Background: an optimization exercise with open tools, aiming at small area, a short achievable clock period and few clock cycles. Do not read the settings as production practice. Function was not checked in any run shown here: the RTL went through the layout flow alone.

==> flow/design.v (outline; a module is shown in full before it is edited, if it fits) <==
// module ieee754multiplier: 1643 lines
// module fpmul_fa: 4 lines
// module fpmul_ha: 4 lines
module ieee754multiplier (
    input logic clk, rst_n,
    input logic [31:0] a_i,
    input logic [31:0] b_i,
    input logic start_i,
    output logic done_o,
    output logic nan_o,
    output logic inifinit_o,
    output logic overflow_o,
    output logic underflow_o,
    output logic [31:0] product_o
);
  // ...
==> flow/flow/run.sh <==
#!/bin/bash
# The standard layout (the standard.sh: the standard synthesis and the
# ORFS steps to finish), except that the port buffers that global placement
# inserts are buf_1 cells instead of the tool's default pick.
set -euo pipefail
export BUFFER_PORTS_ARGS="-buffer_cell sky130_fd_sc_hd__buf_1"
bash standard.sh > standard.log 2>&1
==> flow/standard.sh <==
#!/bin/bash
# synth_recipe.tcl (not shown) runs the flow's synth.tcl, then flattens the netlist and writes it again
# the make line also repeats each setting of config.mk as NAME=value (left out here)
make -C /OpenROAD-flow-scripts/flow DESIGN_CONFIG=/design/flow/config.mk WORK_HOME=/design/flow/orfs CLKGATE_MAP_FILE= SYNTH_SCRIPT=/design/flow/synth_recipe.tcl "${@:-finish}"
==> flow/config.mk <==
export PLATFORM = sky130hd
export DESIGN_NAME = ieee754multiplier
export DESIGN_NICKNAME = ieee754multiplier
export VERILOG_FILES = /design/flow/design.v
export SDC_FILE = /design/flow/constraint.sdc
export NUM_CORES = 4
export LEC_CHECK = 0
export ABC_AREA = 1
export CAP_MARGIN = 20
export CORE_MARGIN = 2
export CORE_UTILIZATION = 50
export SETUP_SLACK_MARGIN = 1.25
export SLEW_MARGIN = 20
export SYNTH_HIERARCHICAL = 1
==> flow/constraint.sdc <==
create_clock -name core_clock -period 9.0 [get_ports {clk}]
set_input_delay 1.8000 -clock core_clock [delete_from_list [all_inputs] [get_ports {clk}]]
set_output_delay 1.8000 -clock core_clock [all_outputs]
set_load 0.01 [all_outputs]
==> results.json, run 1 <==
{
  "path_buf_inv": 5,
  "max_stage_delay_ns": 0.64,
  "utilization": 0.591,
  "drive_above_1_share": 0.165,
  "cts_inserted_buffers": 5,
  "yosysMostFrequentCell": "xor2_1",
  "post_synth.cell_area_avg_sq_um": 8.22,
  "worst_setup_path_start_kind": "input pin",
  "largest_register_ffs": 32,
  "clockBufferDepth": 2,
  "netlist.top_cell.by_area": "fa_1",
  "regMostFlops": "product_o",
  "crit_end": "product_o[8]",
  "status": "timing/DRC/antenna clean",
  "final_cell_area_sq_um": 17500,
  "seq_share": 0.0426,
  "rsz0062_at_grt": "false",
  "first_global_vias": 14300,
  "avgRoutedWirePerCell_um": 22.8,
  "cts.sinks": 37,
  "grt_use_total": 0.332,
  "post_cts_buffers": 6,
  "via_count": 14300,
  "post_cts_resize_count": 46,
  "place_ws_ns": 0.151,
  "cp-startpoint": "b_i[13]",
  "nFillCells": 2766,
  "cts_root_buf": "clkbuf_16",
  "antenna_found_initial": 0,
  "clock_area_frac": 0.00979,
  "cts_tree": "built",
  "cp_data_required_time_ns": 9.21,
  "dp.cells": 2259,
  "grt_util_met3": 0.0598,
  "hp-class": "in -> async"
}
==> inputs of run 2 (changes only) <==
--- a/flow/design.v
+++ b/flow/design.v
@@ -6,16 +6,17 @@
     output logic done_o,
     output logic nan_o,
     output logic inifinit_o,
     output logic overflow_o,
     output logic underflow_o,
     output logic [31:0] product_o
 );
 logic [47:0] m;
+logic        mhi_min;    
 logic        zero, sign, norm;
 logic [9:0]  esum, e0, e1;
 logic neg0;
 logic one0;
 logic two0;
 logic pp1;
 logic pp2;
 logic pp3;
@@ -1585,22 +1586,23 @@
 fpmul_fa u_s882 (.a(c711), .b(s794), .c(c793), .s(s882), .co(c883));
 fpmul_fa u_s884 (.a(s716), .b(c795), .c(s796), .s(s884), .co(c885));
 fpmul_fa u_s886 (.a(s718), .b(c797), .c(s798), .s(s886), .co(c887));
 fpmul_fa u_s888 (.a(c719), .b(s800), .c(c799), .s(s888), .co(c889));
 fpmul_fa u_s890 (.a(pp310), .b(c801), .c(s802), .s(s890), .co(c891));
 fpmul_fa u_s892 (.a(ci324), .b(pp311), .c(c803), .s(s892), .co(c893));
 assign rx = {ci325, c891, s890, c887, c885, s884, s882, c879, c877, c875, s874, c871, c869, c867, c865, c863, c861, c859, c857, c855, c853, c851, c849, c847, c845, c843, c841, c839, c837, c835, c833, c831, c829, c827, c825, c823, c821, c819, c817, c815, c813, c811, c809, c807, c805, pp3, pp2, neg0};
 assign ry = {c893, s892, c889, s888, s886, c883, c881, s880, s878, s876, c873, s872, s870, s868, s866, s864, s862, s860, s858, s856, s854, s852, s850, s848, s846, s844, s842, s840, s838, s836, s834, s832, s830, s828, s826, s824, s822, s820, s818, s816, s814, s812, s810, s808, s806, s804, 1'b0, pp1};
-logic [20:0] mseg0;
-assign mseg0 = {1'b0, rx[19:0]} + {1'b0, ry[19:0]};
-assign m[19:0] = mseg0[19:0];
-logic [28:0] mseg1;
-assign mseg1 = {1'b0, rx[47:20]} + {1'b0, ry[47:20]} + {28'd0, mseg0[20]};
-assign m[47:20] = mseg1[27:0];
+logic [16:0] mseg0;
+assign mseg0 = {1'b0, rx[15:0]} + {1'b0, ry[15:0]};
+assign m[15:0] = mseg0[15:0];
+logic [32:0] mseg1;
+assign mseg1 = {1'b0, rx[47:16]} + {1'b0, ry[47:16]} + {32'd0, mseg0[16]};
+assign m[47:16] = mseg1[31:0];
+assign mhi_min = ~m[24] & ~(((rx[25] ^ ry[25])) ^ (rx[24] | ry[24])) & ~(((rx[26] ^ ry[26])) ^ (rx[25] | ry[25])) & ~(((rx[27] ^ ry[27])) ^ (rx[26] | ry[26])) & ~(((rx[28] ^ ry[28])) ^ (rx[27] | ry[27])) & ~(((rx[29] ^ ry[29])) ^ (rx[28] | ry[28])) & ~(((rx[30] ^ ry[30])) ^ (rx[29] | ry[29])) & ~(((rx[31] ^ ry[31])) ^ (rx[30] | ry[30])) & ~(((rx[32] ^ ry[32])) ^ (rx[31] | ry[31])) & ~(((rx[33] ^ ry[33])) ^ (rx[32] | ry[32])) & ~(((rx[34] ^ ry[34])) ^ (rx[33] | ry[33])) & ~(((rx[35] ^ ry[35])) ^ (rx[34] | ry[34])) & ~(((rx[36] ^ ry[36])) ^ (rx[35] | ry[35])) & ~(((rx[37] ^ ry[37])) ^ (rx[36] | ry[36])) & ~(((rx[38] ^ ry[38])) ^ (rx[37] | ry[37])) & ~(((rx[39] ^ ry[39])) ^ (rx[38] | ry[38])) & ~(((rx[40] ^ ry[40])) ^ (rx[39] | ry[39])) & ~(((rx[41] ^ ry[41])) ^ (rx[40] | ry[40])) & ~(((rx[42] ^ ry[42])) ^ (rx[41] | ry[41])) & ~(((rx[43] ^ ry[43])) ^ (rx[42] | ry[42])) & ~(((rx[44] ^ ry[44])) ^ (rx[43] | ry[43])) & ~(((rx[45] ^ ry[45])) ^ (rx[44] | ry[44])) & ~(((rx[46] ^ ry[46])) ^ (rx[45] | ry[45])) & ~(((rx[47] ^ ry[47]) ^ 1'b1) ^ (rx[46] | ry[46]));
 assign sign = a_i[31] ^ b_i[31];
 assign zero = (a_i[22:0] == 23'd0) || (b_i[22:0] == 23'd0);
 assign esum = {2'b00, a_i[30:23]} + {2'b00, b_i[30:23]};
 assign e0   = esum - 10'd127;
 assign e1   = esum - 10'd126;
 logic        nan0, ovf0, unf0, keep0, sgn0;
 logic [7:0]  exp0;
 assign nan0  = !zero && e0[7:0] == 8'hFF;
@@ -1611,17 +1613,17 @@
 assign exp0  = ovf0 ? 8'hFF : (keep0 ? e0[7:0] : 8'h00);
 logic        eff1, ovf1, unf1, keep1, nz1;
 logic [7:0]  exp1;
 assign eff1  = !zero && e1[7:0] == 8'hFF;
 assign ovf1  = !zero && e1[7:0] != 8'hFF && e1[9:8] != 2'b00;
 assign unf1  = zero || (e1[7:0] == 8'h00 && e1[9:8] == 2'b00);
 assign keep1 = !eff1 && !ovf1 && !unf1;
 assign exp1  = (ovf1 || eff1) ? 8'hFF : (keep1 ? e1[7:0] : 8'h00);
-assign nz1   = (m[46:24] != 23'd0);
+assign nz1   = !mhi_min;    
 logic        nan_d, inf_d, ovf_d, unf_d, sign_d;
 logic [7:0]  exp_d;
 logic [22:0] frac_d;
 assign norm   = m[47];
 assign nan_d  = norm ? (eff1 && nz1) : nan0;
 assign inf_d  = norm && eff1 && !nz1;
 assign ovf_d  = norm ? ovf1 : ovf0;
 assign unf_d  = norm ? unf1 : unf0;
==> run 2 against run 1 <==
Compared with the run above:
- highest routed layer unchanged
- critical endpoint is now product_o[28]
- still clean on timing, DRC and antenna
- final cell count up 8.1%
- first-iteration DRC count up 3.2%
- utilization down 4.9 points
==> results.json, run 2 <==
{
  "synth_area_sq_um": 16500,
  "tightest_slew_ns": 0.854,
  "cts_inserted_buffers": 5,
  "ys_top_cells_by_count": "349 x nand2_1, 278 x xor2_1, 264 x fa_1",
  "largest_register_ffs": 32,
  "die_area_sq_um": 34500,
  "netlist.top_cell.by_area": "fa_1",
  "cp_top_family": "adder cells",
  "arrival_ns": 7.69,
  "rows": 66,
  "htreeDepth": 2,
  "io-pin-count": 104,
  "grt_use_total": 0.323,
  "max_freq_ghz": 0.133,
  "worstPathCellList": "clkbuf_2 -> buf_4 -> nand2_1 -> nand2_2 -> buf_4 -> o22ai_1 -> xor2_1 -> fa_1 -> fa_1 -> fa_1 -> fa_1 -> inv_1 -> ha_1 -> a21oi_1 -> o21a_1 -> o21ai_0 -> a31oi_1 -> nand3_1 -> nand2_8 -> nor2_4 -> nor2_1 -> nand2_1",
  "avgRoutedWirePerCell_um": 22.0,
  "hold_viol": 0,
  "path_buf_inv": 4,
  "dp_hpwl_um": 42100,
  "drc": 0,
  "cp_data_required_time_ns": 9.16,
  "grt_pass1_wl_um": 85800,
  "crit_top_cell": "fa_1",
  "post_synth.cell_area_avg_sq_um": 7.96,
  "synth_cell_types": 49,
  "tns_ns": 0,
  "slowest_stage": "fa_1",
  "syn-num-nets": 2507,
  "antenna_found_initial": 1,
  "status": "timing/DRC/antenna clean",
  "crit_fanout": 31,
  "globalplace.congestion": 0.994,
  "utilization": 0.541,
  "cts_tree": "built",
  "cts_root_buf": "clkbuf_16",
  "register_area_sq_um": 746,
  "fin_nets": 2517,
  "synth_top_cell_area_share": 0.320,
  "async_flop_share": 0.0270,
  "start_util": 0.507,
  "wl_um": 55500,
  "yosysMostFrequentCell": "nand2_1",
  "place_ws_ns": 0.527,
  "drive_above_1_share": 0.0802,
  "post-route-period-util": 0.837,
  "initialDrtViolationCount": 1464,
  "setup_ws_ns": 1.47,
  "worst_setup_path_start_kind": "input pin",
  "regMostFlops": "product_o",
  "drtPass1Iterations": 6,
  "clockBufferDepth": 2,
  "drv_slew": 0,
  "ant_nets": 0,
  "via_count": 15300,
  "nFillCells": 3215,
  "maxCapViolations": 0,
  "ctsHoldBuffers": 0,
  "first_global_vias": 15400,
  "synth-edff-count": 0,
  "die_y_um": 186,
  "setup_violations": 0,
  "clk_pin_slew_ns": 0.05,
  "crit_type": "in -> reg",
  "rsz0062_at_grt": "false",
  "core_sq_um": 32500,
  "ys_seq_area_frac": 0.0452,
  "max_stage_delay_ns": 0.66,
  "die_x_um": 186,
  "syn2layout_area_growth_pct": 6.75,
  "yosysWarnings": 7,
  "slew_headroom": 0.430,
  "cts.sinks": 37,
  "synth_top_cells_by_area": "fa_1 32%, xor2_1 15%, o22ai_1 10%",
  "final_common_cell": "nand2_1",
  "grt_overflow": 0,
  "synth-seq-cells": 37,
  "period_needed_ns": 7.53,
  "layout_common_cells": "335 x nand2_1, 277 x xor2_1, 263 x o22ai_1, 263 x fa_1, 181 x inv_1",
  "end_kind": "flip-flop",
  "io_buffers": 103,
  "hp-class": "in -> async",
  "routed_via_density": 6.05,
  "grt_max_degree": 32,
  "synth_ff_type": "dfxtp_1",
  "multiInputGateArea_sq_um": 14500,
  "synthCells": 2072
}
[run 2: cell count changes in the layout (fill, tap and decap cells not counted), moves of 8 or more]
cell     delta
buf_4      -71
nor2_1     +11
ha_1       +30
nand2_1   +128
buf_12      -8
a21oi_1    +13
xnor2_1     +8
nand2_4    -13
a21oi_2     -9
inv_1      +41
nand3_1    +17
xor2_1      +9
nand2_2    -29
[run 2: kinds of logic (layout without fill, tap and decap cells)]
| family | count (synthesis) | after routing | synth area share |
|---|---|---|---|
| AO/OA/AOI/OAI | 416 | 416 | 0.150 |
| XOR/XNOR | 296 | 296 | 0.160 |
| adder cells (fa/ha/maj) | 368 | 368 | 0.399 |
| buffers and inverters | 362 | 373 | 0.0873 |
| flip-flops | 37 | 37 | 0.0452 |
| other | 0 | 1 | 0 |
| AND/OR/NAND/NOR | 593 | 593 | 0.158 |
[run 2: what timing repair did]
action                                  4_1_cts  5_1_grt
pin swaps                                     0        4
setup buffers                                 0        5
endpoints found under the setup margin       36       36
resized for setup                            18       46
cloned                                        0        3
[run 2: area by class of cell]
class | count | area share
Clock inverter | 1 | 0.000284
Tap cell | 442 | 0.0314
Timing Repair inverter | 1 | 0.000284
Inverter | 211 | 0.0456
Clock buffer | 7 | 0.00866
Antenna cell | 1 | 0.000142
Multi-Input combinational cell | 1673 | 0.822
Timing Repair Buffer | 153 | 0.0494
Sequential cell | 37 | 0.0423
[run 2: metal layers]
layer | wire length, um | up-vias | global-route usage | part of all wire
li1 | - | 6843 | - | -
met1 | 22600 | 7416 | 0.424 | 0.41
met2 | 25500 | 853 | 0.536 | 0.46
met3 | 5130 | 166 | 0.0542 | 0.092
met4 | 2360 | 0 | 0.121 | 0.042
met5 | 0 | - | 0 | 0
[run 2: through the flow]
| step | cells | hold slack (ns) | area [sq um] |
|---|---|---|---|
| 4_1_cts | 2517 | 1.27 | 17300 |
| 3_5_place_dp | 2509 | 1.57 | 17100 |
| 5_1_grt | 2526 | 1.28 | 17600 |
| 6_report | 2526 | 1.28 | 17600 |
| 2_1_floorplan | 2072 | 1.50 | 16500 |
| 3_3_place_gp | 2509 | 1.56 | 17100 |
[run 2: Yosys stat by module, one instance, submodules excluded]
| module | area [sq um] | flip-flops and latches |
|---|---|---|
| fpmul_ha | 12.5 | 0 |
| ieee754multiplier | 11000 | 37 |
| fpmul_fa | 20.0 | 0 |
[run 2: how the worst max path moves through the flow]
stage | from | to | cells after the start | slack [ns]
6_report | b_i[21] | product_o[28] | 22 | 1.47
3_3_place_gp | b_i[13] | overflow_o | 24 | 0.57
3_5_place_dp | b_i[13] | overflow_o | 24 | 0.53
4_1_cts | b_i[9] | product_o[26] | 26 | 1.27
2_1_floorplan | b_i[21] | underflow_o | 27 | 1.93
5_1_grt | b_i[1] | product_o[29] | 27 | 1.26

[afterwards: timing with drivers on the ports]
Ports are ideal in the flow. The routed layouts listed here were re-timed in OpenROAD.
Step 1 assumes that a clkbuf_16 drives the clock port and a buf_2 every other input.
Step 2 adds t to the input delays and takes it off the output delays; t is the mean of the earliest and latest rising clock arrival at the registers after step 1. Input paths then give back, and output paths get back, about the clock's delay inside the block.
a / b / c = ideal / step 1 / step 2; a / b = the first two.
run	t, ns	setup WS [ns]	worst setup path after step 2	latest minus earliest clock arrival (ns)	slew at the worst register clock pin (ns)
run 1	0.320	1.447 / 1.451 / 1.131	input to register	0.009 / 0.009	0.06 / 0.06
run 2	0.303	1.470 / 1.468 / 1.165	input to register	0.003 / 0.002	0.05 / 0.05
After both steps every run listed still meets setup and hold. The setup slack of run 1, which loses most, moves by +0.004 ns with the drivers and by -0.316 ns with both steps.
